Source: an optimization exercise on an open RTL-to-GDS flow (aim: small area and a short achievable clock period). Production flows keep margins and buffers that such runs may drop.
Function was checked by simulation only, so behaviour that the tests miss may differ from the original.
Power is estimated from default activity; no workload was simulated.

**flow/config.mk**
```make
export PLATFORM = sky130hd
export DESIGN_NAME = MyMain
export DESIGN_NICKNAME = MyMain
export VERILOG_FILES = /design/flow/design.v
export SDC_FILE = /design/flow/constraint.sdc
export NUM_CORES = 4
export LEC_CHECK = 0
export CAP_MARGIN = 20
export CORE_MARGIN = 2
export CORE_UTILIZATION = 40
export SLEW_MARGIN = 20
```
**flow/constraint.sdc**
```tcl
create_clock -name core_clock -period 125.0 [get_ports {clk}]
set_input_delay 25.0000 -clock core_clock [delete_from_list [all_inputs] [get_ports {clk}]]
set_output_delay 25.0000 -clock core_clock [all_outputs]
set_load 0.01 [all_outputs]
```
**flow/design.v**
```verilog
module SegmentDriver( Display, Number);
output[6:0] Display;
input[3:0] Number;
reg[6:0] Display;
always @*
case( Number )
	0: Display = 7'b1000000;
	1: Display = 7'b1111001;
	2: Display = 7'b0100100;
	3: Display = 7'b0110000;
	4: Display = 7'b0011001;
	5: Display = 7'b0010010;
	6: Display = 7'b0000011;
	7: Display = 7'b1111000;
	8: Display = 7'b0000000;
	9: Display = 7'b0011000;
	default: Display = 7'b0000110;
endcase
endmodule
module Keyboard(KeyData, kyClk, kyData, clk, rst);
input kyClk, kyData, clk, rst;
output reg [7:0] KeyData;
reg [4:0] q;
reg       newKbClk;
reg [7:0] tempdata;
reg [3:0] cycles;      
reg [2:0] element;     
reg       gotStart;
reg       keyup;
reg [4:0] qn;
always @* begin
	if (!kyClk)
		qn = (q >= 5'd22) ? 5'd1 : (q == 5'd21) ? 5'd21 : q + 5'd1;
	else if (q < 5'd22)
		qn = (q >= 5'd17) ? 5'd24 : 5'd28;
	else
		qn = (q == 5'd28) ? 5'd28 : q + 5'd1;
end
wire fall = newKbClk && (qn == 5'd21);
wire gs = gotStart || !kyData;
always @(posedge clk) begin
	if (rst) begin
		q <= 5'd21;
		newKbClk <= 1'b0;
		tempdata <= 8'd0;
		cycles <= 4'd0;
		element <= 3'd0;
		gotStart <= 1'b0;
		KeyData <= 8'd0;
		keyup <= 1'b0;
	end else begin
		q <= qn;
		if (qn == 5'd27)
			newKbClk <= 1'b1;
		else if (qn == 5'd21)
			newKbClk <= 1'b0;
		if (fall) begin
			if (gs && cycles != 4'd0 && cycles < 4'd9) begin
				tempdata[element] <= kyData;
				element <= element + 3'd1;
			end
			if (cycles >= 4'd10) begin
				cycles <= 4'd0;
				element <= 3'd0;
				gotStart <= 1'b0;
				if (gs) begin
					if (tempdata == 8'hf0) begin
						keyup <= 1'b1;
						KeyData <= 8'hf0;
					end else if (!keyup)
						KeyData <= tempdata;
					else begin
						KeyData <= 8'hf0;
						keyup <= 1'b0;
					end
				end
			end else begin
				cycles <= cycles + 4'd1;
				gotStart <= gs;
			end
		end
	end
end
endmodule
module VGADriver(R, G, B, Vsync, Hsync, sysclk, curnum0, curnum1, curnum2, curnum3, KeyData, rst);
input sysclk, rst;
input [7:0] KeyData;
output [3:0] curnum0, curnum1, curnum2, curnum3;
output reg [3:0] R, G, B;
output reg Vsync, Hsync;
reg        iclk;
reg [9:0]  Hcount;           
reg [9:0]  Vcount;           
reg [1:0]  dx, dy;           
reg [9:0]  X_top;            
reg [8:0]  Y_top;            
reg [5:0]  A_inc;            
reg [1:0]  A_incb;           
reg [1:0]  dxb, dyb;         
reg signed [10:0] X_topb;    
reg signed [9:0]  Y_topb;    
reg [3:0]  n;                
reg [8:0]  lg;               
reg        win;
reg [14:0] displaycount;     
assign curnum0 = (n >= 4'd10) ? n - 4'd10 : n;
assign curnum1 = {3'b000, n >= 4'd10};
assign curnum2 = 4'd0;
assign curnum3 = 4'd0;
function [1:0] neg2;
	input [1:0] d;
	neg2 = 2'b00 - d;
endfunction
function sel;
	input [1:0] d;
	input pm, p0, pp;
	sel = (d == 2'b01) ? pp : (d == 2'b11) ? pm : p0;
endfunction
wire draw = (Vcount < 10'd480) && (Hcount < 10'd640);
wire signed [10:0] xb = X_topb;
wire signed [9:0]  yb = Y_topb;
wire flipx = sel(dxb, (xb >= 610) || (xb == 1), (xb >= 609) || (xb == 0), (xb >= 608) || (xb == -1));
wire flipy = sel(dyb, (yb >= 450) || (yb == 1), (yb >= 449) || (yb == 0), (yb >= 448) || (yb == -1));
wire [1:0] dxb1 = flipx ? neg2(dxb) : dxb;
wire [1:0] dyb1 = flipy ? neg2(dyb) : dyb;
wire outx = sel(dxb1, (xb < 1) || (xb > 636), (xb < 0) || (xb > 635), (xb < -1) || (xb > 634));
wire outy = sel(dyb1, (yb < 1) || (yb > 476), (yb < 0) || (yb > 475), (yb < -1) || (yb > 474));
wire P = outx || outy;       
wire signed [11:0] slg = {3'b000, lg};
wire signed [11:0] XmL = xb - slg;       
wire signed [11:0] XpL = xb + slg;       
wire Gl = !P && (yb == 1 || yb == 2) && (XmL > 10) && (XpL < 600);
reg [1:0] kdx, kdy;
always @* begin
	kdx = dx;
	kdy = dy;
	if (KeyData == 8'h1c) kdx = 2'b11;
	if (KeyData == 8'h23) kdx = 2'b01;
	if (KeyData == 8'h1d) kdy = 2'b11;
	if (KeyData == 8'h1b) kdy = 2'b01;
	if (KeyData == 8'hf0) begin kdx = 2'b00; kdy = 2'b00; end
	if ((kdx == 2'b01 && X_top == 10'd608) || (kdx == 2'b11 && X_top == 10'd1)) kdx = 2'b00;
	if ((kdy == 2'b01 && Y_top == 9'd448) || (kdy == 2'b11 && Y_top == 9'd1)) kdy = 2'b00;
end
wire [1:0] dx3 = Gl ? 2'b00 : kdx;
wire [1:0] dy3 = Gl ? 2'b00 : kdy;
wire signed [11:0] sXt = {2'b00, X_top};
wire signed [10:0] sYt = {2'b00, Y_top};
wire signed [10:0] xc = P ? 11'sd304 : xb;
wire signed [9:0]  yc = P ? 10'sd400 : yb;
wire signed [11:0] Dpx = xc - sXt;
wire signed [10:0] Dpy = yc - sYt;
wire px_m = (Dpx >= -29) && (Dpx <= 31);
wire px_0 = (Dpx >= -30) && (Dpx <= 30);
wire px_p = (Dpx >= -31) && (Dpx <= 29);
wire py_m = (Dpy >= -29) && (Dpy <= 31);
wire py_0 = (Dpy >= -30) && (Dpy <= 30);
wire py_p = (Dpy >= -31) && (Dpy <= 29);
wire lx_m = (XmL >= 1 && XmL <= 11) || (XmL >= -29 && XmL <= -19);
wire lx_0 = (XmL >= 0 && XmL <= 10) || (XmL >= -30 && XmL <= -20);
wire lx_p = (XmL >= -1 && XmL <= 9) || (XmL >= -31 && XmL <= -21);
wire rx_m = (XpL >= 631 && XpL <= 641) || (XpL >= 601 && XpL <= 611);
wire rx_0 = (XpL >= 630 && XpL <= 640) || (XpL >= 600 && XpL <= 610);
wire rx_p = (XpL >= 629 && XpL <= 639) || (XpL >= 599 && XpL <= 609);
wire gy_m = !P && (yb <= 31);
wire gy_0 = !P && (yb <= 30);
wire gy_p = !P && (yb <= 29);
wire cx_m = (xb >= 191) && (xb <= 421);
wire cx_0 = (xb >= 190) && (xb <= 420);
wire cx_p = (xb >= 189) && (xb <= 419);
wire cy_m = !P && ((yb >= 151 && yb <= 171) || (yb >= 181 && yb <= 201));
wire cy_0 = !P && ((yb >= 150 && yb <= 170) || (yb >= 180 && yb <= 200));
wire cy_p = !P && ((yb >= 149 && yb <= 169) || (yb >= 179 && yb <= 199));
reg [1:0] cdxb, cdyb;
always @* begin
	cdxb = P ? 2'b11 : dxb1;
	cdyb = dyb1;
	if (sel(cdyb, py_m, py_0, py_p) && sel(cdxb, px_m, px_0, px_p))
		cdyb = (cdyb == 2'b00) ? kdy : neg2(cdyb);
	if (sel(cdxb, px_m, px_0, px_p) && sel(cdyb, py_m, py_0, py_p))
		cdxb = (cdxb == 2'b00) ? kdx : neg2(cdxb);
	if (sel(cdyb, gy_m, gy_0, gy_p) && sel(cdxb, lx_m, lx_0, lx_p))
		cdyb = neg2(cdyb);
	if (sel(cdxb, lx_m, lx_0, lx_p) && sel(cdyb, gy_m, gy_0, gy_p))
		cdxb = neg2(cdxb);
	if (sel(cdyb, gy_m, gy_0, gy_p) && sel(cdxb, rx_m, rx_0, rx_p))
		cdyb = neg2(cdyb);
	if (sel(cdxb, rx_m, rx_0, rx_p) && sel(cdyb, gy_m, gy_0, gy_p))
		cdxb = neg2(cdxb);
	if (sel(cdyb, cy_m, cy_0, cy_p) && sel(cdxb, cx_m, cx_0, cx_p)) begin
		cdyb = neg2(cdyb);
		cdxb = neg2(cdxb);
	end
	if (sel(cdxb, cx_m, cx_0, cx_p) && sel(cdyb, cy_m, cy_0, cy_p)) begin
		cdxb = neg2(cdxb);
		cdyb = neg2(cdyb);
	end
	if (Gl) begin
		cdxb = 2'b11;
		cdyb = 2'b00;
	end
end
wire pmove = (A_inc == 6'd63);
wire bmove = (A_incb == 2'd3);
wire [1:0] sx = bmove ? cdxb : 2'b00;        
wire [1:0] sy = bmove ? cdyb : 2'b00;
wire [1:0] tx = pmove ? dx3 : 2'b00;         
wire [1:0] ty = pmove ? dy3 : 2'b00;
wire Rb = P || Gl;                            
wire [10:0] X3 = Rb ? 11'd304 : X_topb;
wire [9:0]  Y3 = P ? 10'd400 : Gl ? 10'd300 : Y_topb;
wire [10:0] X4 = X3 + {{9{sx[1]}}, sx};
wire [9:0]  Y4 = Y3 + {{8{sy[1]}}, sy};
wire [9:0]  Xp4 = (Gl ? 10'd304 : X_top) + {{8{tx[1]}}, tx};
wire [8:0]  Yp4 = (Gl ? 9'd445 : Y_top) + {{7{ty[1]}}, ty};
wire [9:0] Hc = Hcount;
wire [9:0] Vc = Vcount;
wire signed [11:0] sH = {2'b00, Hc};
wire signed [10:0] sV = {1'b0, Vc};
function win30;
	input [1:0] s;
	input signed [11:0] D;       
	win30 = sel(s, (D >= 0) && (D <= 28), (D >= 1) && (D <= 29), (D >= 2) && (D <= 30));
endfunction
wire signed [11:0] Hb = sH - xb;
wire signed [11:0] Vb = sV - yb;
wire signed [11:0] Hb0 = sH - 12'sd304;
wire signed [11:0] Vb0 = sV - (P ? 12'sd400 : 12'sd300);
wire ball_x = Rb ? win30(sx, Hb0) : (win30(sx, Hb) && !(xb == 0 && sx == 2'b11));
wire ball_y = Rb ? win30(sy, Vb0) : (win30(sy, Vb) && !(yb == 0 && sy == 2'b11));
wire signed [11:0] Hp = sH - sXt;
wire signed [11:0] Vp = sV - sYt;
wire pad_x = Gl ? (Hc > 10'd304 && Hc < 10'd334) : win30(tx, Hp);
wire pad_y = Gl ? (Vc > 10'd445 && Vc < 10'd475) : win30(ty, Vp);
wire center_on = (Vc > 180) && (Vc < 200) && (Hc > 220) && (Hc < 420);
wire signed [11:0] Hl = sH - slg;
wire [10:0] Hr = {1'b0, Hc} + {2'b00, lg};
wire post_h = Gl ? ((Hl >= 26 && Hl <= 34) || (Hr >= 606 && Hr <= 614))
                 : ((Hl >= 1 && Hl <= 9) || (Hr >= 631 && Hr <= 639));
wire post_on = (Vc > 0) && (Vc < 30) && post_h;
wire border_on = (Hc < 5) || (Hc > 635 && Hc < 640) || (Vc < 5) || (Vc > 475 && Vc < 480);
always @(posedge sysclk) begin
	if (rst)
		iclk <= 1'b0;
	else
		iclk <= ~iclk;
end
wire win_end = displaycount > 15'd20000;
always @(posedge sysclk) begin
	if (rst) begin
		Hcount <= 0;
		Vcount <= 0;
		dx <= 0;
		dy <= 0;
		X_top <= 304;
		Y_top <= 445;
		A_inc <= 0;
		A_incb <= 0;
		dxb <= 2'b01;
		dyb <= 0;
		X_topb <= 304;
		Y_topb <= 300;
		n <= 0;
		lg <= 0;
		win <= 0;
		displaycount <= 0;
	end else if (!iclk) begin
		if (draw) begin
			if (!win) begin
				dx <= dx3;
				dy <= dy3;
				dxb <= cdxb;
				dyb <= cdyb;
				X_top <= Xp4;
				Y_top <= Yp4;
				X_topb <= X4;
				Y_topb <= Y4;
				A_inc <= A_inc + 1'b1;
				A_incb <= A_incb + 1'b1;
				if (Gl) begin
					n <= n + 1'b1;
					lg <= lg + 9'd25;
					if (n == 4'd11) win <= 1'b1;
				end
			end else if (win_end) begin
				win <= 0;
				displaycount <= 0;
				lg <= 0;
				X_top <= 304;
				Y_top <= 445;
				X_topb <= 304;
				Y_topb <= 300;
				dx <= 0;
				dy <= 0;
				dyb <= 0;
				dxb <= 2'b01;
				n <= 0;
			end else
				displaycount <= displaycount + 1'b1;
		end
		if (Hcount >= 10'd800) begin
			Hcount <= 10'd1;
			Vcount <= (Vcount >= 10'd524) ? 10'd0 : Vcount + 1'b1;
		end else
			Hcount <= Hcount + 1'b1;
	end
end
always @(posedge sysclk) begin
	if (rst) begin
		Hsync <= 0; Vsync <= 0;
		R <= 0; G <= 0; B <= 0;
	end else if (!iclk) begin
		Hsync <= !(Hcount > 655 && Hcount < 752);
		Vsync <= !((Hcount >= 10'd800) ? (Vcount == 10'd490) : (Vcount == 10'd491));
		if (!draw) begin
			R <= 4'b0000; G <= 4'b0000; B <= 4'b0000;
		end else if (win) begin
			if (!win_end) begin
				R <= 4'b1111; G <= 4'b1111; B <= 4'b1111;
			end
		end else if (ball_x && ball_y) begin
			R <= 4'b1111; G <= 4'b0110; B <= 4'b0000;
		end else if (pad_x && pad_y) begin
			R <= 4'b1001; G <= 4'b1111; B <= 4'b1111;
		end else if (center_on) begin
			R <= 4'b1111; G <= 4'b0000; B <= 4'b0000;
		end else if (post_on) begin
			R <= 4'b1111; G <= 4'b1111; B <= 4'b0000;
		end else if (border_on) begin
			R <= 4'b1001; G <= 4'b1100; B <= 4'b1111;
		end else begin
			R <= 4'b1100; G <= 4'b1100; B <= 4'b1100;
		end
	end
end
endmodule
module MyMain( R, G, B,Vsync, Hsync,Display0, Display1, Display2, Display3, kyClk, kyData, clk,kd, c0, c1, c2, c3, rst);
output[3:0] R, G, B;
output Vsync, Hsync;
input kyClk, kyData, clk;
input rst;  
output[7:0] kd;
wire[7:0] KeyData;
output[ 6:0 ] Display0, Display1, Display2,Display3;
wire[3:0] curnum0, curnum1, curnum2, curnum3;
output[3:0] c0, c1, c2, c3;
assign kd = KeyData;
assign c0 = curnum0;
assign c1 = curnum1;
assign c2 = curnum2;
assign c3 = curnum3;
SegmentDriver SegmD0(Display0, curnum0);
SegmentDriver SegmD1(Display1, curnum1);
SegmentDriver SegmD2(Display2, curnum2);
SegmentDriver SegmD3(Display3, curnum3);
Keyboard KBD(KeyData, kyClk, kyData, clk, rst);
VGADriver VGAD( R, G, B, Vsync, Hsync, clk, curnum0, curnum1, curnum2, curnum3, KeyData, rst);
endmodule
```
**flow/run.sh**
```bash
#!/bin/bash
# synth_recipe.tcl (not shown) runs the flow's synth.tcl, then flattens the netlist and writes it again
# the make line also repeats each setting of config.mk as NAME=value (left out here)
make -C /OpenROAD-flow-scripts/flow DESIGN_CONFIG=/design/flow/config.mk WORK_HOME=/design/flow/orfs CLKGATE_MAP_FILE= SYNTH_SCRIPT=/design/flow/synth_recipe.tcl finish
```
==> flow_metrics.env <==
export IMPL_status="timing/DRC/antenna clean"
export IMPL_slew_headroom_pct=14.63
export IMPL_cp_slowest_cell="clkdlybuf4s50_1"
export IMPL_clock_latency_ps=460
export IMPL_tns_ps=0
export IMPL_syn_inst=2441
export IMPL_rsz0062_at_grt="no"
export IMPL_drt_first_pass_iters=5
export IMPL_fillers=4611
export IMPL_placed_cell_area_um2=18590
export IMPL_dp_hpwl_um=42250
export IMPL_place_congestion=0.9129
export IMPL_period_share_pct=22.44
export IMPL_core_area_um2=44120
export IMPL_powerDensity_nw_per_um2=8.244
export IMPL_final_cell_mix="nor2_1 (275), nand2_1 (214), ha_1 (199), inv_1 (167), a21oi_1 (155)"
export IMPL_nets=2637
export IMPL_endpoint_kind="output pin"
export IMPL_crit_arrival_ps=3060
export IMPL_grt_usage_pct=23.95
export IMPL_final_layout_size_suffix_gt1_share_pct=4.317
export IMPL_cts_tree="yes"
export IMPL_ios=70
export IMPL_initialDrtViolationCount=1582
export IMPL_critical_path_max_stage_delay_ps=560
export IMPL_multi_input_area_um2=13700
export IMPL_worstMarginPinSlew_ps=1248
export IMPL_synth_edf_count=0
export IMPL_post_cts_buffers=0
export IMPL_synth_seq_area_share_pct=16.73
export IMPL_synth_cell_area_um2=17830
export IMPL_combPwrFrac_pct=34.6
export IMPL_synthDistinctLibCells=96
export IMPL_design_area_um2=19160
export IMPL_crit_start="VGAD.n[0]"
export IMPL_ir_worst_vdd_uv=8.963
export IMPL_die_y_um=215.2
export IMPL_required_ps=100000
export IMPL_worstReg2RegStart="VGAD.Y_topb[6]"
export IMPL_max_clock_freq_mhz=35.64
export IMPL_p_sw_share_pct=38.15
export IMPL_worst_hold_path_type="flop to flop"
export IMPL_clock_root_buffer="clkbuf_16"
export IMPL_ys_flop_type="dfxtp_1"
export IMPL_finalCriticalPeriod_ps=28060
export IMPL_wl_per_cell_um=18.59
export IMPL_post_cts_resized=0
export IMPL_holdBufCountCts=0
export IMPL_final_common_cell="nor2_1"
export IMPL_internal_power_w=0.00009770
export IMPL_clk_pin_slew_ps=70
export IMPL_synth_async_reset_ratio_pct=0
export IMPL_grt_overflow_total=0
export IMPL_clockBufferDepth=2
export IMPL_grt_pass1_wl_um=91200
export IMPL_synth_seq_cells=149
export IMPL_power_frac_seq_pct=32.6
export IMPL_hold_viol=0
export IMPL_pwr_share_clk_pct=32.8
export IMPL_antenna_left=0
export IMPL_ys_warn_count=3
export IMPL_r2r_setup_slack_ps=103880
export IMPL_power_leakage_nw=7.922
export IMPL_drc=0
export IMPL_num_vias=18154
export IMPL_die_x_um=215.2
export IMPL_n_antenna_cell=0
export IMPL_setup_violations=0
export IMPL_start_util_pct=40.42
export IMPL_grt_start_max_net_pins=60
export IMPL_rows=77
export IMPL_grt_antenna_before_repair=0
export IMPL_critPathKind="flop to output pin"
export IMPL_htreeDepth=4
export IMPL_portBuffers=41
export IMPL_max_cap_viol_count=0
export IMPL_drv_slew=0
export IMPL_cts_sinks=149
export IMPL_regArea_um2=2983
export IMPL_synth_avg_cell_area_um2=7.306
export IMPL_via_per_inst=6.003
export IMPL_p_switching_w=0.00006026
export IMPL_grt_pass1_vias=17289
export IMPL_clock_skew_ps=14.02
export IMPL_cts_buffers=17
export IMPL_min_from="VGAD.G[2]"
export IMPL_crit_fanout=9
export IMPL_drt_wl_total_um=56220
export IMPL_area_growth_pct=7.437
export IMPL_fp_dieArea_um2=46290
export IMPL_crit_chain="inv_1, ha_1, nor3_1, nand2b_1, mux2_2, inv_1, ha_1, o21ai_0, clkdlybuf4s50_1"
export IMPL_startpoint_type="flop"
[synthesized netlist by cell type, types with 13 or more instances]
cell type	number	area (µm²)
nand4_1	33	206.5
buf_4	35	262.8
a21oi_1	155	775.7
nor4_1	32	200.2
a211oi_1	23	172.7
nor2b_1	43	269.0
and2_1	18	112.6
a31oi_1	23	143.9
xor2_1	51	446.7
o211ai_1	31	232.7
mux2i_1	19	190.2
dfxtp_1	149	2983
clkbuf_1	74	277.8
fa_1	15	300.3
nor3_1	66	330.3
o21bai_1	17	127.6
o22ai_1	25	156.4
o21ai_0	111	555.5
a311oi_1	16	140.1
nor3b_1	15	112.6
xnor2_1	75	656.9
or3_1	20	125.1
o21a_1	24	180.2
inv_1	167	626.9
a21o_1	34	255.2
ha_1	199	2490
nand3_1	64	320.3
and3_1	36	225.2
or2_2	17	106.4
nor2_1	276	1036
nand2_1	215	807.0
a22oi_1	33	247.7
o31ai_1	18	135.1
nand2b_1	54	337.8
o211a_1	13	130.1
[flip-flops by register name, summed over array words and instances, names as in the netlist, 5 cells and up]
signal,cells
VGAD.lg,9
VGAD.A_inc,6
KBD.tempdata,8
VGAD.Y_topb,10
VGAD.displaycount,15
KBD.KeyData,8
KBD.q,5
VGAD.X_topb,11
VGAD.Hcount,10
VGAD.Y_top,9
VGAD.X_top,10
VGAD.Vcount,10
[layout make-up]
cell class / count / area share [%]
clock buffer: 20 / 2.383
sequential: 149 / 15.57
timing repair buffer: 56 / 2.716
inverter: 172 / 3.369
clock inverter: 12 / 0.5877
multi-input combinational: 2023 / 71.51
tap: 592 / 3.866
[per-stage QoR]
step           setup slack (ps)  instances  hold slack (ps)  utilization (%)  total power, W
6_report                  96940       3024            462.6            43.42       0.0001580
5_1_grt                   96640       3024            491.6            43.42       0.0001676
4_1_cts                   96950       3024            472.4            43.42       0.0001578
3_5_place_dp              96760       2992            456.5            42.13       0.0001059
3_3_place_gp              96870       2992            436.9            42.13       0.0001048
2_1_floorplan             97870       2467            431.3                -      0.00009393
[layer usage]
layer	part of all wire, %	vias up	GRT usage [%]	routed length, µm
met5	0	-	0	0
met4	2.8	0	7.816	1600
met3	5.1	101	3.666	2872
met2	45	509	38.97	25240
met1	47	8760	32.35	26500
li1	-	8784	-	-
[power by group through the flow]
stage                     sequential, W  clock (W)  combinational [W]
after floorplan               0.0000512          0          0.0000428
after global placement        0.0000525          0          0.0000523
after detailed placement      0.0000526          0          0.0000533
after CTS                     0.0000515  0.0000524          0.0000539
after global routing          0.0000519  0.0000544          0.0000613
final                         0.0000515  0.0000518          0.0000547
[worst paths after layout]
path	endpoint	cells after the start
max	Display0[1]	9
max reg2reg	VGAD.X_topb[10]	100
min	VGAD.G[2]	2
min reg2reg	VGAD.G[2]	2
[cell families after synthesis]
logic type / Yosys count / share of synthesized area, %
other: 2 / 0.04211
AOI/OAI and AO/OA: 676 / 26.22
and+or+nand+nor: 954 / 26.66
muxes: 25 / 1.445
adders and majority gates: 214 / 15.64
buffers and inverters: 295 / 7.072
DFF: 149 / 16.73
xor gates and xnor gates: 126 / 6.188
[worst max-delay path: cells and delay by family (launching register included)]
family	cells	cell delay, ps
buffers and inverters	3	810
flip-flops	1	520
adder cells (fa/ha/maj)	2	520
AND/OR/NAND/NOR	2	360
multiplexers	1	230
AO/OA/AOI/OAI	1	170

[what the ideal ports hide]
Ports are ideal in the flow. The routed layout listed here was re-timed in OpenROAD.
Step 1 (the two cells are an assumption about what drives the block):
set clk [get_ports {clk}]
set_driving_cell -lib_cell sky130_fd_sc_hd__clkbuf_16 $clk
set_driving_cell -lib_cell sky130_fd_sc_hd__buf_2 [delete_from_list [all_inputs] $clk]
Step 2 times the ports against the registers' clock, not the clock port: input delays grow and output delays shrink by t, the midpoint of the rising clock arrivals with the driver on.
Slacks: no drivers / after step 1 / after step 2; pairs: no drivers / after step 1.
t (ns): 0.498
setup slack, ns: 96.944 / 96.895 / 96.690
latest minus earliest clock arrival (ns): 0.014 / 0.014
pins driven straight from the clock port: 1
After both steps this run still meets setup and hold. The setup slack of this run moves by -0.049 ns with the drivers and by -0.254 ns with both steps.
